What follows belongs to an exercise in optimizing a design on an open flow for small area; a production flow would make more cautious choices. The RTL was checked by simulation tests, not by an equivalence proof against the original design.

==> run a <==
// vision_top
module vision_top (
	input        clk,
	input        rst_n,
	input        key_0,
	input        key_1,
	input        key_2,
	input        key_3,
	input        key_4,
	input        key_5,
	input        key_6,
	input        key_7,
	input        key_8,
	input        key_9,
	input        key_A,
	input        key_B,
	input        key_reset,
	output       vga_hs,
	output       vga_vs,
	output       vga_de,
	output [7:0] vga_R,
	output [7:0] vga_G,
	output [7:0] vga_B,
	output [3:0] id1,
	output [3:0] id2,
	output [3:0] id3,
	output [3:0] id4,
	output [3:0] vision_size,
	output       vision_done,
	output       astigmatism_result,
	output       color_test_result,
	output       result_ready
);
make LEC_CHECK=0 CAP_MARGIN=20 CORE_MARGIN=2 CORE_UTILIZATION=40 PLACE_DENSITY=0.6 SLEW_MARGIN=20 finish   # period 10.0 ns
run.sh (not shown) runs the stock make flow with config.mk's settings and CLKGATE_MAP_FILE= SYNTH_SCRIPT=/design/flow/synth_recipe.tcl, a recipe that flattens the netlist after the stock synthesis.
==> run b (differences from run a) <==
--- a/flow/design.v
+++ b/flow/design.v
@@ -375,48 +375,46 @@
 assign nz2 = |i_ID_2;
 assign nz3 = |i_ID_3;
 assign valid = !((!nz0 && (nz1 || nz2 || nz3)) || (!nz1 && (nz2 || nz3)) || (!nz2 && nz3));
 assign sh0 = valid && nz0;
 assign sh1 = valid && nz1;
 assign sh2 = valid && nz2;
 assign sh3 = valid && nz3;
-logic in0, in1, in2, in3, xL, xM1, xC, xM2, xR;
+logic in0, in1, in2, in3, xL, xC, xR;
 assign in0 = (ge10(hx, (401) + 88) && le10(hx, (440) + 88));
 assign in1 = (ge10(hx, (451) + 88) && le10(hx, (490) + 88));
 assign in2 = (ge10(hx, (501) + 88) && le10(hx, (540) + 88));
 assign in3 = (ge10(hx, (551) + 88) && le10(hx, (590) + 88));
 assign xL  = (ge10(hx, (401) + 88) && le10(hx, (406) + 88)) || (ge10(hx, (451) + 88) && le10(hx, (456) + 88)) || (ge10(hx, (501) + 88) && le10(hx, (506) + 88)) || (ge10(hx, (551) + 88) && le10(hx, (556) + 88));
 assign xC  = (ge10(hx, (418) + 88) && le10(hx, (423) + 88)) || (ge10(hx, (468) + 88) && le10(hx, (473) + 88)) || (ge10(hx, (518) + 88) && le10(hx, (523) + 88)) || (ge10(hx, (568) + 88) && le10(hx, (573) + 88));
 assign xR  = (ge10(hx, (435) + 88) && le10(hx, (440) + 88)) || (ge10(hx, (485) + 88) && le10(hx, (490) + 88)) || (ge10(hx, (535) + 88) && le10(hx, (540) + 88)) || (ge10(hx, (585) + 88) && le10(hx, (590) + 88));
-assign xM1 = !xL && !xC && !xR && (le10(hx, (417) + 88) || (ge10(hx, (457) + 88) && le10(hx, (467) + 88)) || (ge10(hx, (507) + 88) && le10(hx, (517) + 88)) || (ge10(hx, (557) + 88) && le10(hx, (567) + 88)));
-assign xM2 = !xL && !xC && !xR && !xM1;
 logic yT, yU1, yU2, yM, yL, yB, yUS;
 assign yT  = (ge10(vy, (201) + 76) && le10(vy, (206) + 76));
 assign yU1 = (ge10(vy, (207) + 76) && le10(vy, (220) + 76));
 assign yU2 = (ge10(vy, (221) + 76) && le10(vy, (237) + 76));
 assign yM  = (ge10(vy, (238) + 76) && le10(vy, (243) + 76));
 assign yL  = (ge10(vy, (244) + 76) && le10(vy, (274) + 76));
 assign yB  = (ge10(vy, (275) + 76) && le10(vy, (280) + 76));
 assign yUS = (ge10(vy, (276) + 76) && le10(vy, (280) + 76));
 logic [3:0] dsel;
 logic dshow, dwhite, id_blk;
 always_comb begin
 	dsel = in0 ? i_ID_0 : in1 ? i_ID_1 : in2 ? i_ID_2 : i_ID_3;
 	dshow = (in0 && sh0) || (in1 && sh1) || (in2 && sh2) || (in3 && sh3);
 	case (dsel)
-		4'd10: dwhite = (xM1 || xC || xM2) && (yU1 || yU2 || yM || yL);
+		4'd10: dwhite = (!xL && !xR) && (yU1 || yU2 || yM || yL);
 		4'd1:  dwhite = !xC;
 		4'd2:  dwhite = ((yU1 || yU2) && !xR) || (yL && !xL);
 		4'd3:  dwhite = (yU1 || yU2 || yL) && !xR;
 		4'd4:  dwhite = !(((yU2 || yM || yL || yB) && xC) || ((yT || yU1 || yU2 || yM) && xL) || yM);
 		4'd5:  dwhite = ((yU1 || yU2) && !xL) || (yL && !xR);
-		4'd6:  dwhite = ((yU1 || yU2) && !xL) || (yL && (xM1 || xC || xM2));
+		4'd6:  dwhite = ((yU1 || yU2) && !xL) || (yL && (!xL && !xR));
 		4'd7:  dwhite = !yT && !xR;
-		4'd8:  dwhite = (xM1 || xC || xM2) && (yU1 || yU2 || yL);
-		4'd9:  dwhite = (yL && !xR) || ((yU1 || yU2) && (xM1 || xC || xM2));
+		4'd8:  dwhite = (!xL && !xR) && (yU1 || yU2 || yL);
+		4'd9:  dwhite = (yL && !xR) || ((yU1 || yU2) && (!xL && !xR));
 		default: dwhite = 1'b1;
 	endcase
 	id_blk = (ge10(vy, (201) + 76) && le10(vy, (280) + 76)) && (in0 || in1 || in2 || in3) && (dshow ? !dwhite : yUS);
 end
 logic uid_blk;
 always_comb begin
 	uid_blk =
@@ -483,41 +481,58 @@
 	integer i;
 	begin
 		gev = 1'b1;
 		for (i = 0; i < 7; i = i + 1)
 			gev = (v[i] & !c[i]) | (v[i] & gev) | (!c[i] & gev);
 	end
 endfunction
-logic [6:0] b1, b2, b3, b4, b5;
+function automatic [7:0] rsub(input [6:0] a, input [6:0] b);    
+	integer i;
+	logic c;
+	begin
+		c = 1'b1;
+		for (i = 0; i < 7; i = i + 1) begin
+			rsub[i] = a[i] ^ !b[i] ^ c;
+			c = (a[i] & !b[i]) | (a[i] & c) | (!b[i] & c);
+		end
+		rsub[7] = c;
+	end
+endfunction
+logic [6:0] w, b1, b2;
 always_comb begin
 	case (i_size)
-		4'd0: begin b1 = 7'd24; b2 = 7'd49; b3 = 7'd72; b4 = 7'd97; b5 = 7'd121; end    
-		4'd1: begin b1 = 7'd12; b2 = 7'd25; b3 = 7'd36; b4 = 7'd49; b5 = 7'd61; end    
-		4'd2: begin b1 = 7'd8; b2 = 7'd17; b3 = 7'd24; b4 = 7'd33; b5 = 7'd41; end    
-		4'd3: begin b1 = 7'd6; b2 = 7'd13; b3 = 7'd18; b4 = 7'd25; b5 = 7'd31; end    
-		4'd4: begin b1 = 7'd5; b2 = 7'd11; b3 = 7'd14; b4 = 7'd20; b5 = 7'd25; end    
-		4'd5: begin b1 = 7'd4; b2 = 7'd9; b3 = 7'd12; b4 = 7'd17; b5 = 7'd21; end    
-		4'd6: begin b1 = 7'd3; b2 = 7'd8; b3 = 7'd10; b4 = 7'd15; b5 = 7'd18; end    
-		4'd7: begin b1 = 7'd3; b2 = 7'd7; b3 = 7'd9; b4 = 7'd13; b5 = 7'd16; end    
-		4'd8: begin b1 = 7'd3; b2 = 7'd6; b3 = 7'd8; b4 = 7'd11; b5 = 7'd14; end    
-		4'd9: begin b1 = 7'd2; b2 = 7'd6; b3 = 7'd7; b4 = 7'd11; b5 = 7'd13; end    
-		4'd10: begin b1 = 7'd2; b2 = 7'd5; b3 = 7'd6; b4 = 7'd9; b5 = 7'd11; end    
-		4'd11: begin b1 = 7'd2; b2 = 7'd4; b3 = 7'd5; b4 = 7'd7; b5 = 7'd9; end    
-		4'd12: begin b1 = 7'd1; b2 = 7'd3; b3 = 7'd4; b4 = 7'd6; b5 = 7'd7; end    
-		default: begin b1 = 7'bx; b2 = 7'bx; b3 = 7'bx; b4 = 7'bx; b5 = 7'bx; end
+		4'd0: begin w = 7'd120; b1 = 7'd24; b2 = 7'd49; end
+		4'd1: begin w = 7'd60; b1 = 7'd12; b2 = 7'd25; end
+		4'd2: begin w = 7'd40; b1 = 7'd8; b2 = 7'd17; end
+		4'd3: begin w = 7'd30; b1 = 7'd6; b2 = 7'd13; end
+		4'd4: begin w = 7'd24; b1 = 7'd5; b2 = 7'd11; end
+		4'd5: begin w = 7'd20; b1 = 7'd4; b2 = 7'd9; end
+		4'd6: begin w = 7'd17; b1 = 7'd3; b2 = 7'd8; end
+		4'd7: begin w = 7'd15; b1 = 7'd3; b2 = 7'd7; end
+		4'd8: begin w = 7'd13; b1 = 7'd3; b2 = 7'd6; end
+		4'd9: begin w = 7'd12; b1 = 7'd2; b2 = 7'd6; end
+		4'd10: begin w = 7'd10; b1 = 7'd2; b2 = 7'd5; end
+		4'd11: begin w = 7'd8; b1 = 7'd2; b2 = 7'd4; end
+		4'd12: begin w = 7'd6; b1 = 7'd1; b2 = 7'd3; end
+		default: begin w = 7'bx; b1 = 7'bx; b2 = 7'bx; end
 	endcase
 end
-logic [6:0] sa, eb;
+logic [6:0] sa, eb, ma, mb, ee;
+logic [7:0] ra, rb;
 logic inbox, e_lit;
 always_comb begin
 	sa = i_direction[1] ? vy[6:0] : hx[6:0];
 	eb = i_direction[1] ? hx[6:0] : vy[6:0];
-	inbox = (hx[9:7] == 3'b001) && (vy[9:7] == 3'b010) && !gev(sa, b5) && !gev(eb, b5);
-	e_lit = ((gev(sa, b1) && !gev(sa, b2)) || (gev(sa, b3) && !gev(sa, b4))) &&
-	        (i_direction[0] ? gev(eb, b1) : !gev(eb, b4));
+	ra = rsub(w, sa);
+	rb = rsub(w, eb);
+	ma = ra[6:0];
+	mb = rb[6:0];
+	inbox = (hx[9:7] == 3'b001) && (vy[9:7] == 3'b010) && ra[7] && rb[7];
+	ee = i_direction[0] ? eb : mb;
+	e_lit = ((gev(sa, b1) && !gev(sa, b2)) || (gev(ma, b1) && !gev(ma, b2))) && gev(ee, b1);
 end
 logic ast_blk;
 assign ast_blk =
 	(((ge10(hx, (312) + 88) && le10(hx, (314) + 88)) || (ge10(hx, (318) + 88) && le10(hx, (320) + 88)) || (ge10(hx, (324) + 88) && le10(hx, (326) + 88))) && (ge10(vy, (282) + 76) || le10(vy, (198) + 76))) ||
 	(((ge10(vy, (232) + 76) && le10(vy, (235) + 76)) || (ge10(vy, (239) + 76) && le10(vy, (242) + 76)) || (ge10(vy, (246) + 76) && le10(vy, (249) + 76))) && (ge10(hx, (355) + 88) || le10(hx, (285) + 88))) ||
 	(ge11(dd, (68) + 1036) && le11(dd, (72) + 1036)) || (ge11(dd, (78) + 1036) && le11(dd, (82) + 1036)) || (ge11(dd, (88) + 1036) && le11(dd, (92) + 1036)) ||
 	(ge11(ss, (548) + 164) && le11(ss, (552) + 164)) || (ge11(ss, (558) + 164) && le11(ss, (562) + 164)) || (ge11(ss, (568) + 164) && le11(ss, (572) + 164));
==> flow/flow/run.sh (new file) <==
#!/bin/bash
# Layout flow: the standard synthesis and layout, with three changes to
# how the layout is made:
#  - the port buffers are the platform's smallest buffer (buf_1),
#  - clock tree synthesis adds no dummy load cells,
#  - after global routing, cells on paths with positive slack are downsized
#    (ORFS's power recovery).
# Each step's output goes to a log file of its own in this folder; ORFS also
# keeps its per-step logs under orfs/logs.
set -euo pipefail
bash standard.sh synth > synth.log 2>&1
bash standard.sh \
	'BUFFER_PORTS_ARGS=-buffer_cell sky130_fd_sc_hd__buf_1' \
	floorplan place > place.log 2>&1
bash standard.sh \
	'BUFFER_PORTS_ARGS=-buffer_cell sky130_fd_sc_hd__buf_1' \
	'CTS_ARGS=-sink_clustering_enable -repair_clock_nets -dont_use_dummy_load -buf_list sky130_fd_sc_hd__clkbuf_8 -sink_clustering_size 30' \
	cts > cts.log 2>&1
bash standard.sh \
	'BUFFER_PORTS_ARGS=-buffer_cell sky130_fd_sc_hd__buf_1' \
	'CTS_ARGS=-sink_clustering_enable -repair_clock_nets -dont_use_dummy_load -buf_list sky130_fd_sc_hd__clkbuf_8 -sink_clustering_size 30' \
	RECOVER_POWER=100 \
	finish > finish.log 2>&1
==> flow/standard.sh (new file) <==
#!/bin/bash
# synth_recipe.tcl (not shown) runs the flow's synth.tcl, then flattens the netlist and writes it again
# the make line also repeats each setting of config.mk as NAME=value (left out here)
make -C /OpenROAD-flow-scripts/flow DESIGN_CONFIG=/design/flow/config.mk WORK_HOME=/design/flow/orfs CLKGATE_MAP_FILE= SYNTH_SCRIPT=/design/flow/synth_recipe.tcl "${@:-finish}"
removed: flow/run.sh
==> impl_metrics.env <==
export IMPL_synth_xor_area_share_pct=0.448
export IMPL_max_freq_ghz=0.166
export IMPL_crit_start="vga0.vga0.vy[0]"
export IMPL_synth_top_family_by_area="compound AO/OA/AOI/OAI gates"
export IMPL_status="timing/DRC/antenna clean"
export IMPL_slowest_stage="dfstp_2"
export IMPL_critPathArrivalTime_ns=6.32
export IMPL_drt_iter0_markers=1048
export IMPL_dpl_hpwl_mm=20.6
export IMPL_via_per_inst=6.43
export IMPL_inv_count=55
export IMPL_yosysTopAreaCellShare_pct=13.8
export IMPL_die_area_mm2=0.0207
export IMPL_r2r_start="vga0.vga0.vy[0]"
export IMPL_drive_gt1_share_pct=7.18
The numbers above come from run a.

==> impl_metrics.env <==
export IMPL_drv_slew=58
export IMPL_die_area_mm2=0.0203
export IMPL_via_per_inst=6.42
export IMPL_timing_max_cap_violations=1
export IMPL_dpl_hpwl_mm=19.0
export IMPL_check_faults="capacitance limit, slew limit"
export IMPL_drt_iter0_markers=1057
export IMPL_critPathArrivalTime_ns=6.53
export IMPL_max_freq_ghz=0.159
export IMPL_synth_xor_area_share_pct=0.685
export IMPL_crit_start="vga0.vga0.hx[4]"
export IMPL_status="finished with violations"
export IMPL_slowest_stage="dfstp_1"
export IMPL_drive_gt1_share_pct=5.85
export IMPL_yosysTopAreaCellShare_pct=14.0
export IMPL_synth_top_family_by_area="simple AND/OR/NAND/NOR gates"
The numbers above come from run b.

static timing again, ports no longer ideal:
Ports are ideal in the flow. The routed layouts listed here were re-timed in OpenROAD.
Step 1 assumes that a clkbuf_16 drives the clock port and a buf_2 every other input.
Step 2 also shifts input and output timing later by t, the mid clock arrival at the registers, as if the neighbouring blocks saw the same clock.
a / b / c = no drivers / after step 1 / after step 2; a / b = the first two.
| run | t (ns) | setup slack, ns | pins driven straight from the clock port |
|---|---|---|---|
| run a | 0.394 | 3.962 / 3.962 / 3.962 | 1 |
| run b | 0.388 | 3.724 / 3.724 / 3.724 | 1 |
